Background: an optimization exercise with open tools, aiming at small area, a short achievable clock period and few clock cycles. Do not read the settings as production practice.
Function was not checked in any run shown here: the RTL went through the layout flow alone.

<file path="flow/constraint.sdc">
create_clock -name core_clock -period 44.0 [get_ports {clk}]
set_input_delay 8.8000 -clock core_clock [delete_from_list [all_inputs] [get_ports {clk}]]
set_output_delay 8.8000 -clock core_clock [all_outputs]
set_load 0.01 [all_outputs]
</file>
<file path="flow/config.mk">
export PLATFORM = sky130hd
export DESIGN_NAME = conv_mac
export DESIGN_NICKNAME = conv_mac
export VERILOG_FILES = /design/flow/design.v
export SDC_FILE = /design/flow/constraint.sdc
export NUM_CORES = 4
export LEC_CHECK = 0
export CAP_MARGIN = 20
export CORE_MARGIN = 2
export CORE_UTILIZATION = 40
export SLEW_MARGIN = 20
</file>
<file path="flow/run.sh">
#!/bin/bash
# synth_recipe.tcl (not shown) runs the flow's synth.tcl, then flattens the netlist and writes it again
# the make line also repeats each setting of config.mk as NAME=value (left out here)
make -C /OpenROAD-flow-scripts/flow DESIGN_CONFIG=/design/flow/config.mk WORK_HOME=/design/flow/orfs CLKGATE_MAP_FILE= SYNTH_SCRIPT=/design/flow/synth_recipe.tcl finish
</file>
<file path="flow/design.v">
module floating_Mult(
    input  [31:0] OperandA,
    input  [31:0] OperandB,
    input         sign_in,       
    output [31:0] out
);
    wire [7:0]  eA = OperandA[30:23];
    wire [7:0]  eB = OperandB[30:23];
    wire        zero_exponent = ~|eA | ~|eB;
    wire        NaN = (&eA & |OperandA[22:0]) | (&eB & |OperandB[22:0]);
    wire        Exception = (&eA & ~|OperandA[22:0]) | (&eB & ~|OperandB[22:0]);
    wire [47:0] P = {1'b1, OperandA[22:0]} * {1'b1, OperandB[22:0]};
    wire [7:0]  e_base = eA + eB + 8'd129;           
    wire [22:0] frac_rnd = P[45:23] + {22'b0, P[22]};
    wire [7:0]  e_out = P[47] ? e_base + 8'd1 : e_base;
    wire [22:0] f_out = P[47] ? P[46:24] : frac_rnd;
    assign out = zero_exponent ? 32'b0 :
                 NaN           ? {sign_in, 8'hFF, 23'h7FFFFF} :
                 Exception     ? {sign_in, 8'hFF, 23'h0} :
                                 {sign_in, e_out, f_out};
endmodule
module Adder(
    input  [31:0] OperandA,
    input  [31:0] OperandB,
    output [31:0] out
);
    wire [7:0]  eX = OperandA[30:23];
    wire [7:0]  eY = OperandB[30:23];
    wire [23:0] mX = {|eX, OperandA[22:0]};
    wire [23:0] mY = {|eY, OperandB[22:0]};
    wire        swap = eX < eY;
    wire        sA = swap ? OperandB[31] : OperandA[31];
    wire        sB = swap ? OperandA[31] : OperandB[31];
    wire [7:0]  eA = swap ? eY : eX;
    wire [7:0]  eB = swap ? eX : eY;
    wire [23:0] mA = swap ? mY : mX;
    wire [23:0] mB = swap ? mX : mY;
    wire [7:0]  diff = eA - eB;
    wire [23:0] mBs = mB >> diff;
    wire        same = sA == sB;
    wire        ge = mA >= mBs;
    wire [24:0] sum = same ? {1'b0, mA} + {1'b0, mBs} :
                      ge   ? {1'b0, mA} - {1'b0, mBs} :
                             {1'b0, mBs} - {1'b0, mA};
    wire        sign_out = (same | ge) ? sA : sB;
    wire [23:0] n0 = sum[23:0];
    wire        z16 = ~|n0[23:8];
    wire [23:0] n1 = z16 ? {n0[7:0], 16'b0} : n0;
    wire        z8 = ~|n1[23:16];
    wire [23:0] n2 = z8 ? {n1[15:0], 8'b0} : n1;
    wire        z4 = ~|n2[23:20];
    wire [23:0] n3 = z4 ? {n2[19:0], 4'b0} : n2;
    wire        z2 = ~|n3[23:22];
    wire [23:0] n4 = z2 ? {n3[21:0], 2'b0} : n3;
    wire        z1 = ~n4[23];
    wire [23:0] n5 = z1 ? {n4[22:0], 1'b0} : n4;
    wire [4:0]  lz = {z16, z8, z4, z2, z1};
    wire        is_zero = ~|sum;
    wire [7:0]  exp_out = sum[24] ? eA + 8'd1 :
                          is_zero ? eA : eA - {3'b0, lz};
    wire [22:0] mant_out = sum[24] ? sum[23:1] : n5[22:0];
    wire NaN = (&eX & |OperandA[22:0]) | (&eY & |OperandB[22:0]);
    wire Exception = (&eX & ~|OperandA[22:0]) | (&eY & ~|OperandB[22:0]);
    assign out = NaN       ? {sign_out, 8'hFF, 23'h7FFFFF} :
                 Exception ? {sign_out, 8'hFF, 23'h0} :
                             {sign_out, exp_out, mant_out};
endmodule
module Accumulator(
    input             clk,
    input             rst,
    input      [31:0] IN1,
    input             in_valid,
    input      [7:0]  kernel_size,
    output reg [31:0] Accumulator,
    output reg        output_valid
);
    reg  [7:0] cnt_j, cnt_i;
    wire [7:0] j1 = cnt_j + 8'd1;
    wire [7:0] i1 = cnt_i + 8'd1;
    wire       j_wrap = j1 == kernel_size;
    wire       i_wrap = i1 == kernel_size;
    wire       first = ~|cnt_j & ~|cnt_i;
    wire       last = j_wrap & i_wrap & |kernel_size;
    wire [31:0] out;
    always @(posedge clk or negedge rst) begin
        if (~rst) begin
            cnt_j <= 8'd0;
            cnt_i <= 8'd0;
            output_valid <= 1'b0;
        end else begin
            output_valid <= in_valid & last;
            if (in_valid) begin
                cnt_j <= j_wrap ? 8'd0 : j1;
                if (j_wrap) cnt_i <= i_wrap ? 8'd0 : i1;
            end
        end
    end
    always @(posedge clk)
        if (in_valid) Accumulator <= first ? IN1 : out;
    Adder add_inst(
        .OperandA(IN1),
        .OperandB(Accumulator),
        .out(out)
    );
endmodule
module conv_mac (
    input         clk,
    input         rst,           
    input         in_valid,
    input  [31:0] OperandA,      
    input  [31:0] OperandB,      
    input  [7:0]  kernel_size,
    output        out_valid,
    output [31:0] result
);
reg         v_in;
reg  [30:0] a_in, b_in;
reg         s_in;
reg         v_prod;
reg  [31:0] prod;
wire [31:0] mult_result;
always @(posedge clk or negedge rst) begin
    if (~rst) begin
        v_in <= 1'b0;
        v_prod <= 1'b0;
    end else begin
        v_in <= in_valid;
        v_prod <= v_in;
    end
end
always @(posedge clk) begin
    a_in <= OperandA[30:0];
    b_in <= OperandB[30:0];
    s_in <= OperandA[31] ^ OperandB[31];
    prod <= mult_result;
end
floating_Mult multiplier(
    .OperandA({1'b0, a_in}),
    .OperandB({1'b0, b_in}),
    .sign_in(s_in),
    .out(mult_result)
);
Accumulator accumulator(
    .clk(clk),
    .rst(rst),
    .IN1(prod),
    .in_valid(v_prod),
    .kernel_size(kernel_size),
    .Accumulator(result),
    .output_valid(out_valid)
);
endmodule
</file>
==> notes.md, run 1 <==
status=timing/DRC/antenna clean; RSZ-0062 raised after global routing=false; H-tree depth=4; total wire length=between 100000 and 150000 um; total number of vias=about 28000; Crit-path slowest cell=nor2_1; Period minus WS final=approximately 14 ns; post-synth cell types=just over 100; fin crit share=0.325; DRC errors left=0; delay-heaviest family, CP=simple AND/OR/NAND/NOR gates; initial antenna violation count=0; GR Util met2=0.434; cts hold-fix bufs=0; crit path DAT=approximately 14 ns; gr busiest metal=met2; row count=105; final hold vios=0; post-route clock skew=slightly above 0.02 ns; final core utilization=0.436; global-route usage over all layers=0.266; hold crit path type=reg2reg; clock-pin slew on the worst setup and hold paths=roughly 0.070 ns; post-DR vias/cell=between 5 and 6; Worst Path Buf+Inv=4; CP dominant cell by count=o21a_1; worst hold start=v_in; Die ar.=0.0847 mm2; largest net degree at the start of global routing=53; DRT iter0 DRCs=between 2000 and 2500; M1 GR Usage=0.357; Cell Area, Synth=0.0329 mm2; die span in y=291 um; worst endpoint required time=between 40 and 50 ns; register area share after synthesis=0.101; fillcell total=between 8000 and 9000; first-pass GRT wire length=173000 um; sum of negative setup slack=0 ns; cells after synthesis=roughly 3900; YS warnings=2; synthesis-to-finish area growth=8.29%; Die W=291 um; Pins Over Slew Limit=0; Synth Flop Type=dfxtp_1; asr flop ratio synth=0.130; FMAX=around 70 MHz; pre-CTS setup slack=around 30 ns; Remaining Overflow, GRT=0; CTS sink count=between 100 and 150; Root Buffer=clkbuf_16; Post-Layout Cell Count=around 5000; post-cts resize count=0; clock insertion delay at the later pin of the skew report=about 0.5 ns; TritonCTS Buffers=17; CP Capture Type=flip-flop; I/O pins=~110; hpwl dp=84400 um; layout cells sized above 1=0.0532; critical-path maximum fanout=26; Post-DRT Antenna Nets=0; syn_nets=4764; number of synthesized flops with an enable pin=32; CTS tree=built; Worst R2R Start=accumulator.Accumulator[24]; Crit. Startpoint=accumulator.Accumulator[24]; starting density of the core=0.403; post-CTS setup repair buffer count=0; Startpoint Class=flip-flop; clk buf depth=2; Crit path largest cell delay=between 0.8 and 0.9 ns; Slew @ Worst Pin=approximately 1.1 ns; core footprint=approximately 0.082 mm2; Port-buffer cells=between 100 and 150; ant diodes=0; max_cap viols=0; DRT Pass-1 Iters=6; number of global-route vias before repair=between 20000 and 30000; WS Path Type=reg2reg; synthesized area per cell=roughly 8.4 um2; placed insts=4967; WL per Instance=22.4 um; Nets=between 4000 and 5000; Seq cells post-synth=about 150; Slew HR=0.261; Global Route met3 Usage=0.0446; worst setup slack after layout=just under 30 ns; global placement routability congestion=approximately 0.96; setup violators final=0
==> routing by layer <==
layer	share of wire	vias up
met2	0.46	1139
met3	0.071	204
met1	0.43	14200
li1	-	12900
met5	0	-
met4	0.033	0
==> area by class of cell <==
class / instances / area, um2 / share of cell area
well taps: 1070 / 1340 / 0.0375
repair buffers: 172 / 1560 / 0.0437
clock buffers: 17 / 425 / 0.0119
clock inverters: 15 / 169 / 0.00473
multi-input cells: 2944 / 26500 / 0.741
flip-flops and latches: 146 / 3340 / 0.0937
inverters: 635 / 2390 / 0.0670
==> stage by stage <==
stage               area, um2  hold slack, ns
floorplan               32900           0.331
global placement        35100           0.332
detailed placement      35100           0.336
CTS                     35700           0.349
global route            35700           0.358
finish                  35700           0.349
==> registers in the layout (all words and copies together) (netlist names), named ones only <==
signal	flops
a_in	31
accumulator.Accumulator	31
s_in	1
v_in	1
accumulator.cnt_i	8
v_prod	1
b_in	31
accumulator.output_valid	1
prod	32
accumulator.cnt_j	8
==> cell usage in the layout, fill, tap and decap left out, drive strengths merged, types with 17 or more instances in the layout <==
cell,Yosys,final
mux2,20,20
a31oi,28,28
o31ai,21,21
xor2,31,31
nand3,56,56
nand4,48,48
edfxtp,32,32
nor2b,22,22
inv,633,640
a21oi,192,192
or3,24,24
o21a,31,31
and3,22,22
nor2,160,160
or2,17,17
o22ai,21,21
o211ai,23,23
dfxtp,95,95
xnor2,90,90
a21o,34,34
o221ai,18,18
nand2b,24,24
mux4,24,24
nor4,53,53
ha,276,276
clkdlybuf4s50,0,107
clkbuf,159,17
nand2,537,537
a211oi,27,27
and2,224,224
nor3,54,54
buf,43,65
mux2i,56,56
o21ai,136,136
dfrtp,19,19
fa,486,486
==> final timing paths <==
kind                                               endpoint  slack (ns)  cells after the start
worst min-delay path                                 v_prod        0.35                      0
worst max register to register  accumulator.Accumulator[29]       29.72                     45
max in group asynchronous          accumulator.output_valid       34.57                      1
worst max-delay path            accumulator.Accumulator[29]       29.72                     45
worst min register to register                       v_prod        0.35                      0
min in group asynchronous              accumulator.cnt_i[7]        8.84                      1
==> cells in the mapped netlist, types with 31 or more instances <==
| cell | n | area share |
|---|---|---|
| nor4_1 | 50 | 0.0095 |
| a21oi_1 | 192 | 0.029 |
| edfxtp_1 | 32 | 0.029 |
| clkbuf_1 | 159 | 0.018 |
| xnor2_1 | 89 | 0.024 |
| dfxtp_1 | 95 | 0.058 |
| nand4_1 | 48 | 0.0091 |
| xor2_1 | 31 | 0.0082 |
| a21o_1 | 34 | 0.0077 |
| o21a_1 | 31 | 0.0071 |
| ha_1 | 276 | 0.10 |
| mux2i_1 | 56 | 0.017 |
| nand3_1 | 56 | 0.0085 |
| inv_1 | 630 | 0.072 |
| nand2_1 | 536 | 0.061 |
| and2_1 | 224 | 0.043 |
| o21ai_0 | 135 | 0.021 |
| nor3_1 | 53 | 0.0081 |
| fa_1 | 486 | 0.30 |
| nor2_1 | 159 | 0.018 |
==> kinds of logic (layout without fill, tap and decap cells) <==
group / after synthesis / after routing / synth area share
multiplexers: 100 / 100 / 0.0403
adder cells (fa/ha/maj): 762 / 762 / 0.400
flip-flops: 146 / 146 / 0.101
AND/OR/NAND/NOR: 1277 / 1277 / 0.190
buffers and inverters: 837 / 839 / 0.0971
XOR/XNOR: 121 / 121 / 0.0324
AO/OA/AOI/OAI: 684 / 684 / 0.139
==> worst reg2reg max path, delay by kind of cell (launching register included) <==
family,cells,cell delay [ns]
simple gates,15,6.34
compound gates,19,4.08
fa+ha+maj,5,1.81
buf+inv,4,0.82
flops,1,0.44
xor+xnor,1,0.30
mux,1,0.18
==> inputs of run 2 (changes only) <==
--- a/flow/config.mk
+++ b/flow/config.mk
@@ -7,5 +7,5 @@
 export LEC_CHECK = 0
-export CAP_MARGIN = 20
+export CAP_MARGIN = 70
 export CORE_MARGIN = 2
 export CORE_UTILIZATION = 40
-export SLEW_MARGIN = 20
+export SLEW_MARGIN = 70
==> run 2 against run 1 <==
Net effect: routed wire length is 0.46% higher; clock skew is 0.0074 ns lower; global-route usage is 0.23 points higher; via count is 1.6% higher; critical path type unchanged; still clean; synthesized cell count stayed put.
==> notes.md, run 2 <==
global-route usage over all layers=0.268 (+0.00231); CTS sink count=146 (unchanged); Root Buffer=clkbuf_16; final core utilization=0.452 (+0.0158); post-CTS setup repair buffer count=0 (unchanged); WL per Instance=22.3 um (-0.31%); Synth Flop Type=dfxtp_1; Crit-path slowest cell=or4_1; DRT iter0 DRCs=2512 (+9.2%); synth cell count leaders=inv_1 (630), nand2_1 (536), fa_1 (486), ha_1 (276), and2_1 (224); Cell Area, Synth=0.0329 mm2 (unchanged); clock insertion delay at the later pin of the skew report=0.50 ns (about the same); r2r setup slk=31.84 ns (+2.12 ns); Seq cells post-synth=146 (unchanged); Pins Over Slew Limit=0 (unchanged); cts hold-fix bufs=0 (unchanged); die span in y=291 um (unchanged); clock-pin slew on the worst setup and hold paths=0.07 ns (about the same); synthesized area per cell=8.39 um2 (unchanged); CP dominant cell by count=ha_1; CTS tree=built; worst hold start=v_in; Port-buffer cells=107 (unchanged); status=timing/DRC/antenna clean; Die ar.=0.0847 mm2 (unchanged); Hold EP=v_prod; hpwl dp=85700 um (+1.5%); Largest Register=prod; starting density of the core=0.403 (unchanged); count leader, synth=inv_1; Remaining Overflow, GRT=0 (unchanged); H-tree depth=4 (unchanged); hold crit path type=reg2reg; register area share after synthesis=0.101 (unchanged); DRT Pass-1 Iters=6 (unchanged); TritonCTS Buffers=17 (unchanged); Synth area leaders=fa_1 (30%), ha_1 (10%), inv_1 (7.2%); post-cts resize count=0 (unchanged); worst hold path depth=0 (unchanged); area leader, netlist=fa_1; sum of negative setup slack=0 ns (unchanged); post-synth cell types=103 (unchanged); setup violators final=0 (unchanged); row count=105 (unchanged); number of global-route vias before repair=29400 (+1.7%); asr flop ratio synth=0.130 (unchanged); number of synthesized flops with an enable pin=32 (unchanged); CP Capture Type=flip-flop; DRC errors left=0 (unchanged); r2r endpoint=accumulator.Accumulator[30]; largest net degree at the start of global routing=50 (-5.7%); cells after synthesis=3927 (unchanged); Die W=291 um (unchanged); worst endpoint required time=44.23 ns (+0.04 ns); Yosys top cell area share=0.295 (unchanged); Post-DRT Antenna Nets=0 (unchanged); fin crit share=0.276 (-0.0482); critical-path maximum fanout=26 (unchanged); ant diodes=0 (unchanged); final hold vios=0 (unchanged); clk buf depth=2 (unchanged); max reg flops=32 (unchanged); first-pass GRT wire length=175000 um (+1.1%); RSZ-0062 raised after global routing=false; global placement routability congestion=0.962 (unchanged); commonest non-fill, non-tap cell in the layout=inv_1; post-DR vias/cell=5.73 (+0.81%); Worst R2R Start=accumulator.Accumulator[24]; crit path DAT=12.39 ns (-2.08 ns); syn_nets=4764 (unchanged); max_cap viols=0 (unchanged); Startpoint Class=flip-flop; FMAX=82.3 MHz (+17%); Reg2Reg Depth=48 (+6.7%); post-route clock skew=0.0129 ns (-0.00737 ns); I/O pins=108 (unchanged); synthesis-to-finish area growth=12.2%; most frequent cells in the layout=inv_1 (630), nand2_1 (533), fa_1 (486), ha_1 (256), and2_1 (224); Nets=4792 (+0.82%); core footprint=0.0818 mm2 (unchanged); Slew @ Worst Pin=0.479 ns (-0.617 ns); WS Path Type=reg2reg; fillcell total=8024 (-1.6%); total number of vias=28900 (+1.6%); total wire length=112000 um (+0.46%); Crit path largest cell delay=0.64 ns (-0.23 ns); layout cells sized above 1=0.0935 (+0.0403); Period minus WS final=12.16 ns (-2.12 ns); Slew HR=0.681 (+0.420); initial antenna violation count=2 (+2); YS warnings=2 (unchanged); multi-input combinational cell area=0.0272 mm2 (+2.9%); Reg area=0.00335 mm2 (+0.37%)
## run 2: cells by family after synthesis
kind of cell,count (synthesis),share of synthesized area
AND/OR/NAND/NOR,1277,0.190
AO/OA/AOI/OAI,684,0.139
multiplexers,100,0.0403
flip-flops,146,0.101
buffers and inverters,837,0.0971
XOR/XNOR,121,0.0324
adder cells (fa/ha/maj),762,0.400
## run 2: how the worst max path moves through the flow
stage,from,endpoint,slack (ns)
after detailed placement,accumulator.Accumulator[24],accumulator.Accumulator[30],31.86
final,accumulator.Accumulator[24],accumulator.Accumulator[30],31.84
after floorplan,kernel_size[5],accumulator.cnt_i[3],33.53
after global routing,accumulator.Accumulator[24],accumulator.Accumulator[30],31.13
after global placement,accumulator.Accumulator[24],accumulator.Accumulator[30],30.03
after CTS,accumulator.Accumulator[24],accumulator.Accumulator[30],31.85
## run 2: metal layers
| layer | up-vias | part of all wire | global-route usage |
|---|---|---|---|
| li1 | 13000 | - | - |
| met1 | 14400 | 0.43 | 0.364 |
| met2 | 1214 | 0.46 | 0.434 |
| met3 | 249 | 0.074 | 0.0386 |
| met4 | 4 | 0.037 | 0.0990 |
| met5 | - | 0.00022 | 0 |
## run 2: cell type report
cell class,instances,area share
Multi-Input combinational cell,2944,0.737
Sequential cell,146,0.0907
Inverter,635,0.0647
Timing Repair Buffer,211,0.0552
Tap cell,1070,0.0362
Clock buffer,17,0.0115
Clock inverter,15,0.00504
## run 2: per-stage QoR
| stage | hold slack (ns) | cells | area, um2 | setup slack, ns |
|---|---|---|---|---|
| 3_3_place_gp | 0.332 | 4967 | 35100 | 30.03 |
| 3_5_place_dp | 0.336 | 4998 | 36000 | 31.86 |
| 4_1_cts | 0.351 | 5030 | 36600 | 31.85 |
| 5_1_grt | 0.357 | 5038 | 37000 | 31.13 |
| 6_report | 0.349 | 5038 | 37000 | 31.84 |
| 2_1_floorplan | 0.331 | 3927 | 32900 | 33.53 |
## run 2: critical path: cells and delay by family (launching register included)
kind                     cells  cell delay [ns]
adder cells (fa/ha/maj)      4             1.25
AO/OA/AOI/OAI               22             5.05
flip-flops                   1             0.44
buffers and inverters        7             1.28
XOR/XNOR                     2             0.29
AND/OR/NAND/NOR             12             3.37
multiplexers                 1             0.18
==> inputs of run 3 (changes only) <==
--- a/flow/config.mk
+++ b/flow/config.mk
@@ -7,5 +7,5 @@
 export LEC_CHECK = 0
-export CAP_MARGIN = 70
+export CAP_MARGIN = 90
 export CORE_MARGIN = 2
 export CORE_UTILIZATION = 40
-export SLEW_MARGIN = 70
+export SLEW_MARGIN = 90
==> run 3 against run 2 <==
Net effect: the flow now stops in 5_1_grt; synthesized area unchanged; synthesized cell count unchanged.
==> notes.md, run 3 <==
number of global-route vias before repair=approximately 58000; stage reached=5_1_grt; cts hold-fix bufs=0 (unchanged); cells after synthesis=3927 (unchanged); number of synthesized flops with an enable pin=32 (unchanged); asr flop ratio synth=0.130 (unchanged); clk buf depth=2 (unchanged); die span in y=291 um (unchanged); Yosys top cell area share=0.295 (unchanged); Die W=291 um (unchanged); TritonCTS Buffers=17 (unchanged); Synth Flop Type=dfxtp_1; synth cell count leaders=inv_1 (630), nand2_1 (536), fa_1 (486), ha_1 (276), and2_1 (224); Cell Area, Synth=0.0329 mm2 (unchanged); YS warnings=2 (unchanged); H-tree depth=4 (unchanged); CTS sink count=146 (unchanged); status=stopped before the end; area leader, netlist=fa_1; global-route usage over all layers=0.793; starting density of the core=0.403 (unchanged); Seq cells post-synth=146 (unchanged); global placement routability congestion=0.962 (unchanged); Synth area leaders=fa_1 (30%), ha_1 (10%), inv_1 (7.2%); largest net degree at the start of global routing=18; Root Buffer=clkbuf_16; Remaining Overflow, GRT=roughly 1200; count leader, synth=inv_1; row count=105 (unchanged); register area share after synthesis=0.101 (unchanged); Err=[ERROR GRT-0116] Global routing finished with congestion. Check the congestion regions in the DRC Viewer.; I/O pins=108 (unchanged); syn_nets=4764 (unchanged); hpwl dp=174000 um (+100%); Placement Cell Area=0.0603 mm2 (+67%); Port-buffer cells=107 (unchanged); pre-CTS setup slack=-4.92 ns (-36.79 ns); synthesized area per cell=8.39 um2 (unchanged); post-synth cell types=103 (unchanged); first-pass GRT wire length=slightly below 500000 um
run 3: cells by family after synthesis:
| logic type | count (synthesis) | synth area share |
|---|---|---|
| simple gates | 1277 | 0.190 |
| buf+inv | 837 | 0.0971 |
| fa+ha+maj | 762 | 0.400 |
| compound gates | 684 | 0.139 |
| flops | 146 | 0.101 |
| xor+xnor | 121 | 0.0324 |
| mux | 100 | 0.0403 |
run 3: routing by layer:
metal | global-route usage | overflow
met5 | 0.530 | 5
met4 | 0.736 | 288
met3 | 0.695 | 72
met2 | 0.924 | 711
met1 | 0.792 | 126
run 3: worst max-delay path by stage:
stage / startpoint / end / slack [ns] / cells after the start
after floorplan: kernel_size[5] / accumulator.cnt_i[3] / 33.53 / 9
after global placement: accumulator.Accumulator[24] / accumulator.Accumulator[30] / 30.03 / 45
after detailed placement: accumulator.Accumulator[23] / accumulator.Accumulator[6] / -4.92 / 133
after CTS: accumulator.Accumulator[23] / accumulator.Accumulator[6] / 0.03 / 119
run 3: metrics by stage:
step	cells	hold slack (ns)
after floorplan	3927	0.331
after global placement	4967	0.332
after detailed placement	6767	0.348
after CTS	6782	0.372
run 3: repair_timing:
item / in CTS
endpoints found under the hold margin: 0
setup endpoints to repair: 4
setup buffers: 1
gates resized for setup: 8
pin swaps: 3

port drivers added, routing unchanged:
Ports are ideal in the flow. The routed layouts listed here were re-timed in OpenROAD. Step 1, drivers: a clkbuf_16 drives clk and a buf_2 each remaining input, both assumed. Step 2 times the ports against the registers' clock, not the clock port: input delays grow and output delays shrink by t, the midpoint of the rising clock arrivals with the driver on. Slacks: ideal ports / drivers / drivers and shift; pairs: ideal ports / drivers.
run	t, ns	setup WS [ns]	latest minus earliest clock arrival (ns)	worst data-port slew with drivers (ns)	pins driven straight from the clock port
run 1	0.545	29.720 / 29.720 / 29.720	0.022 / 0.022	0.08	1
run 2	0.547	31.842 / 31.842 / 31.842	0.014 / 0.014	0.08	1
After both steps every run listed still meets setup and hold.
